Background: an optimization exercise with open tools, aiming at small area. Do not read the settings as production practice. The RTL was checked by simulation tests, not by an equivalence proof against the original design. Power figures rest on the tool's default switching activity, not on a simulated workload.

==> flow/design.v <==
module slave_apb (
                   output     [ 7 : 0 ]   prdata,
                   output                 pready,
                   output                 pslverr,
                   input                  penable,
                   input                  pwrite,
                   input                  psel,
                   input                  pclk,
                   input                  presetn,
                   input      [ 7 : 0 ]   paddr,
                   input      [ 7 : 0 ]   pwdata
                   );
  reg   [ 3 : 0 ]   cnt16;
  reg   [ 3 : 0 ]   cnt9;
  always @ ( posedge pclk ) begin
    cnt16 <= cnt16 + 4'd1;
    cnt9  <= cnt9[3] ? 4'd0 : cnt9 + 4'd1;
  end
  wire        err  = paddr > 8'd200;
  wire        hi   = paddr[7:4] == 4'd12;
  wire        hit  = hi ? ( paddr[3:0] == cnt9 ) : ( paddr[3:0] == cnt16 );
  assign pslverr = err;
  assign pready  = presetn & ( err | hit );
  wire        wr   = psel & penable & pwrite & presetn & ~err & hit;
  wire  [ 7 : 0 ]   head [ 0 : 12 ];
  genvar r;
  generate
    for ( r = 0; r < 12; r = r + 1 ) begin : g_ring
      reg   [ 127 : 0 ]   ring;
      wire                we = wr & ( paddr[7:4] == r );
      always @ ( posedge pclk )
        ring <= { ( we ? pwdata : ring[7:0] ), ring[127:8] };
      assign head[r] = ring[7:0];
    end
  endgenerate
  reg   [ 71 : 0 ]   ring12;
  always @ ( posedge pclk )
    ring12 <= { ( ( wr & hi ) ? pwdata : ring12[7:0] ), ring12[71:8] };
  assign head[12] = ring12[7:0];
  assign prdata = ( paddr[7:4] > 4'd12 ) ? head[12] : head[paddr[7:4]];
endmodule
==> flow/config.mk <==
export PLATFORM = sky130hd
export DESIGN_NAME = slave_apb
export DESIGN_NICKNAME = slave_apb
export VERILOG_FILES = /design/flow/design.v
export SDC_FILE = /design/flow/constraint.sdc
export NUM_CORES = 4
export LEC_CHECK = 0
export CAP_MARGIN = 20
export CORE_MARGIN = 2
export CORE_UTILIZATION = 45
export PLACE_DENSITY = 0.6
export SLEW_MARGIN = 20
==> flow/constraint.sdc <==
create_clock -name core_clock -period 10.0 [get_ports {pclk}]
set_input_delay 2.0000 -clock core_clock [delete_from_list [all_inputs] [get_ports {pclk}]]
set_output_delay 2.0000 -clock core_clock [all_outputs]
set_load 0.01 [all_outputs]
run.sh (not shown) runs the stock make flow with config.mk's settings and CLKGATE_MAP_FILE= SYNTH_SCRIPT=/design/flow/synth_recipe.tcl, a recipe that flattens the netlist after the stock synthesis.
==> next run, changes <==
- CTS_BUF_LIST: unset -> sky130_fd_sc_hd__clkbuf_8
The changed run ran to the end with no violations.
Global-route usage decreases by 0.14 points.
Worst setup slack barely changes.
Cell area goes down by 0.65%.
Routed wire length shrinks by 1.3%.
First-iteration DRC count goes down by 19%.
Fmax is about the same.
Power falls by 4.8%.
Die area stays the same.

========
== run A ==
slave_apb, a different RTL version from the one above (not shown whole).
Size: ~1600 flip-flops, about 31 I/O pins, ~35000 um2 of cells after synthesis.
Settings: LEC_CHECK=0, CAP_MARGIN=20, CORE_MARGIN=2, CORE_UTILIZATION=65, GPL_ROUTABILITY_DRIVEN=0, GPL_TIMING_DRIVEN=0, PLACE_DENSITY=0.8, SLEW_MARGIN=20; clock period 10.0 ns.
standard.sh (not shown) runs the stock make flow with config.mk's settings and CLKGATE_MAP_FILE= SYNTH_SCRIPT=/design/flow/synth_recipe.tcl, a recipe that flattens the netlist after the stock synthesis.
==> flow/flow/run.sh <==
#!/bin/bash
set -euo pipefail
here=$(pwd)
python3 flow/filterlib.py "$FLOW_HOME/platforms/sky130hd/lib/sky130_fd_sc_hd__tt_025C_1v80.lib" \
  "$here/rmp.lib" 'lpflow|probe' > filterlib.log 2>&1
export RMP_LIB="$here/rmp.lib"
export RMP_DIR="$here/rmp"
export BUFFER_PORTS_ARGS="-buffer_cell sky130_fd_sc_hd__buf_1"
export POST_FLOORPLAN_TCL="$here/flow/post_floorplan.tcl"
export CTS_ARGS="-sink_clustering_enable -repair_clock_nets -dont_use_dummy_load -buf_list sky130_fd_sc_hd__clkbuf_8 -sink_clustering_size 18 -sink_clustering_max_diameter 100"
bash standard.sh finish > standard_make.log 2>&1
==> flow/flow/remap.tcl <==
# Rebuild each 2:1 multiplexer that feeds a flip-flop as an AND-OR gate
# (a22o: X = S&A1 | ~S&A0) with one shared inverter per select net: the same
# function in less area.
set block [ord::get_db_block]
set db [ord::get_db]
set m_a22o [$db findMaster sky130_fd_sc_hd__a22o_1]
set m_inv  [$db findMaster sky130_fd_sc_hd__inv_1]
array set inv_of {}
set n 0
foreach inst [$block getInsts] {
  set mname [[$inst getMaster] getName]
  if {![string match "sky130_fd_sc_hd__mux2_*" $mname]} { continue }
  set x  [[$inst findITerm X] getNet]
  set s  [[$inst findITerm S] getNet]
  set a0 [[$inst findITerm A0] getNet]
  set a1 [[$inst findITerm A1] getNet]
  if {$x eq "NULL" || $s eq "NULL" || $a0 eq "NULL" || $a1 eq "NULL"} { continue }
  # only muxes whose output goes to flip-flop D pins
  set ok 1
  foreach it [$x getITerms] {
    if {[$it getInst] eq $inst} { continue }
    if {![string match "sky130_fd_sc_hd__df*" [[[$it getInst] getMaster] getName]]} { set ok 0 }
  }
  if {!$ok} { continue }
  set sname [$s getName]
  if {![info exists inv_of($sname)]} {
    set sn [odb::dbNet_create $block "${sname}_remap_n"]
    set iv [odb::dbInst_create $block $m_inv "remap_inv_[incr n]"]
    [$iv findITerm A] connect $s
    [$iv findITerm Y] connect $sn
    set inv_of($sname) $sn
  }
  set iname [$inst getName]
  foreach t {X S A0 A1} { [$inst findITerm $t] disconnect }
  odb::dbInst_destroy $inst
  set g [odb::dbInst_create $block $m_a22o $iname]
  [$g findITerm A1] connect $s
  [$g findITerm A2] connect $a1
  [$g findITerm B1] connect $inv_of($sname)
  [$g findITerm B2] connect $a0
  [$g findITerm X]  connect $x
  incr n
}
puts "remap: rebuilt [expr {$n - [array size inv_of]}] multiplexers with [array size inv_of] inverters"
Other scripts of this flow, unchanged in this note and not shown: flow/flow/downsize.tcl, flow/flow/filterlib.py, flow/flow/post_floorplan.tcl, flow/flow/restructure.tcl
> inputs changed (run A -> run B)
# run A
export LEC_CHECK = 0
export CAP_MARGIN = 20
export CORE_MARGIN = 2
export CORE_UTILIZATION = 65
export GPL_ROUTABILITY_DRIVEN = 0
export GPL_TIMING_DRIVEN = 0
export PLACE_DENSITY = 0.8
export SLEW_MARGIN = 20
create_clock -name core_clock -period 10.0 [get_ports {pclk}]
# run B
export LEC_CHECK = 0
export CAP_MARGIN = 20
export CORE_MARGIN = 2
export CORE_UTILIZATION = 65
export PLACE_DENSITY = 0.8
export SLEW_MARGIN = 20
create_clock -name core_clock -period 10.0 [get_ports {pclk}]
removed: flow/flow/remap.tcl
[summary]
Status | run B and run A | clean. Sequential portion of the cell area, run B and run A, higher one = run B. Taking run A as the reference, in run B diode insertion count for antenna repair climbed 1; worst relative slew slack climbed 6.6 points; worst hold slack dropped 0.046 ns; placed instance count barely changed. Reported for run B and run A, sequential fraction of the synthesis area turned out identical to the last digit.
> inputs changed (run B -> run C)
-- flow/flow/run.sh --
<<< run B, line 10
export CTS_ARGS="-sink_clustering_enable -repair_clock_nets -dont_use_dummy_load -buf_list sky130_fd_sc_hd__clkbuf_8 -sink_clustering_size 18 -sink_clustering_max_diameter 100"
>>> run C, line 10
export CTS_ARGS="-sink_clustering_enable -repair_clock_nets -dont_use_dummy_load -buf_list sky130_fd_sc_hd__clkbuf_8 -sink_clustering_size 19 -sink_clustering_max_diameter 100"
==> flow/flow/remap.tcl (new file) <==
# Rebuild each 2:1 multiplexer that feeds a flip-flop as an AND-OR gate
# (a22o: X = S&A1 | ~S&A0) with one shared inverter per select net: the same
# function in less area.
set block [ord::get_db_block]
set db [ord::get_db]
set m_a22o [$db findMaster sky130_fd_sc_hd__a22o_1]
set m_inv  [$db findMaster sky130_fd_sc_hd__inv_1]
array set inv_of {}
set n 0
foreach inst [$block getInsts] {
  set mname [[$inst getMaster] getName]
  if {![string match "sky130_fd_sc_hd__mux2_*" $mname]} { continue }
  set x  [[$inst findITerm X] getNet]
  set s  [[$inst findITerm S] getNet]
  set a0 [[$inst findITerm A0] getNet]
  set a1 [[$inst findITerm A1] getNet]
  if {$x eq "NULL" || $s eq "NULL" || $a0 eq "NULL" || $a1 eq "NULL"} { continue }
  # only muxes whose output goes to flip-flop D pins
  set ok 1
  foreach it [$x getITerms] {
    if {[$it getInst] eq $inst} { continue }
    if {![string match "sky130_fd_sc_hd__df*" [[[$it getInst] getMaster] getName]]} { set ok 0 }
  }
  if {!$ok} { continue }
  set sname [$s getName]
  if {![info exists inv_of($sname)]} {
    set sn [odb::dbNet_create $block "${sname}_remap_n"]
    set iv [odb::dbInst_create $block $m_inv "remap_inv_[incr n]"]
    [$iv findITerm A] connect $s
    [$iv findITerm Y] connect $sn
    set inv_of($sname) $sn
  }
  set iname [$inst getName]
  foreach t {X S A0 A1} { [$inst findITerm $t] disconnect }
  odb::dbInst_destroy $inst
  set g [odb::dbInst_create $block $m_a22o $iname]
  [$g findITerm A1] connect $s
  [$g findITerm A2] connect $a1
  [$g findITerm B1] connect $inv_of($sname)
  [$g findITerm B2] connect $a0
  [$g findITerm X]  connect $x
  incr n
}
puts "remap: rebuilt [expr {$n - [array size inv_of]}] multiplexers with [array size inv_of] inverters"
[summary]
Summary of the comparison: number of antenna violations at the first check in global routing is higher in run C, relative to run B. From run B to run C the numbers moved as follows: cell depth of the worst setup path now sits at about the same level; sequential share of layout area did not really move; routed wire length on met3 +15 um; overall power has remained practically unchanged.
> inputs changed (run C -> run D)
-- flow/flow/run.sh --
<<< run C, line 10
export CTS_ARGS="-sink_clustering_enable -repair_clock_nets -dont_use_dummy_load -buf_list sky130_fd_sc_hd__clkbuf_8 -sink_clustering_size 19 -sink_clustering_max_diameter 100"
>>> run D, line 10
export CTS_ARGS="-sink_clustering_enable -repair_clock_nets -dont_use_dummy_load -buf_list sky130_fd_sc_hd__clkbuf_8 -sink_clustering_size 18 -sink_clustering_max_diameter 100"
Findings:
Run D finished all stages; the layout is clean.
Diff run C..run D | layout buffering overhead excluding clock cells | negligible
Comparing run C with run D, the count of placed standard cells in the final layout, fillers left out came out essentially unchanged.
Initial antenna violation count: run D lower than run C
### run D -> run E
# run D
export LEC_CHECK = 0
export CAP_MARGIN = 20
export CORE_MARGIN = 2
export CORE_UTILIZATION = 65
export PLACE_DENSITY = 0.8
export SLEW_MARGIN = 20
create_clock -name core_clock -period 10.0 [get_ports {pclk}]
# run E
export LEC_CHECK = 0
export CAP_MARGIN = 20
export CORE_MARGIN = 2
export CORE_UTILIZATION = 65
export GPL_ROUTABILITY_DRIVEN = 0
export GPL_TIMING_DRIVEN = 0
export PLACE_DENSITY = 0.8
export SLEW_MARGIN = 20
create_clock -name core_clock -period 10.0 [get_ports {pclk}]
-- flow/flow/run.sh --
<<< run D, line 10
export CTS_ARGS="-sink_clustering_enable -repair_clock_nets -dont_use_dummy_load -buf_list sky130_fd_sc_hd__clkbuf_8 -sink_clustering_size 18 -sink_clustering_max_diameter 100"
>>> run E, line 10
export CTS_ARGS="-sink_clustering_enable -repair_clock_nets -dont_use_dummy_load -buf_list sky130_fd_sc_hd__clkbuf_8 -sink_clustering_size 20 -sink_clustering_max_diameter 100"
Findings:
Compared to run D, run E has final clock period utilization by the worst path 3.0 points higher.
Changes observed in run E relative to run D: vias per cell down 0.086, clock transition at the registers of the reported paths has remained practically unchanged, total of plain and repair buffers excluding clock buffers grew by 3.
Run E against run D: final count of hold timing violations ~0 delta; required arrival time at the worst endpoint ~0 delta; final period demand of the worst path +0.30 ns; final area ~0 delta.
Highest layer used for signal routing: met5 -> run E, met4 -> run D

static timing again, ports no longer ideal:
Ports are ideal in the flow. The routed layouts listed here were re-timed in OpenROAD.
Step 1: set_driving_cell puts a clkbuf_16 on pclk and a buf_2 on each other input, an assumption about the parent block.
Step 2 also shifts input and output timing later by t, the mid clock arrival at the registers, as if the neighbouring blocks saw the same clock.
Three values: no drivers, after step 1, after step 2; two values: the first two.
run | shift t [ns] | setup WS [ns] | worst hold slack (ns) | pins driven straight from the clock port
the first run of note 1 | 0.762 | 2.719 / 2.693 / 2.693 | 0.299 / 0.299 / 0.299 | 1
the second run of note 1 | 0.859 | 2.718 / 2.692 / 2.692 | 0.289 / 0.289 / 0.289 | 1
run A | 0.735 | 3.126 / 3.080 / 3.080 | 0.308 / 0.308 / 0.308 | 1
run B | 0.738 | 2.852 / 2.831 / 2.831 | 0.262 / 0.262 / 0.262 | 1
run C | 0.727 | 3.268 / 3.205 / 3.205 | 0.251 / 0.251 / 0.251 | 1
run D | 0.738 | 2.852 / 2.831 / 2.831 | 0.262 / 0.262 / 0.262 | 1
run E | 0.734 | 2.550 / 2.467 / 2.467 | 0.308 / 0.308 / 0.308 | 1
After both steps setup and hold are still met in every run listed. For run E, which loses most, drivers alone change the setup slack by -0.083 ns; drivers and shift together by -0.083 ns.
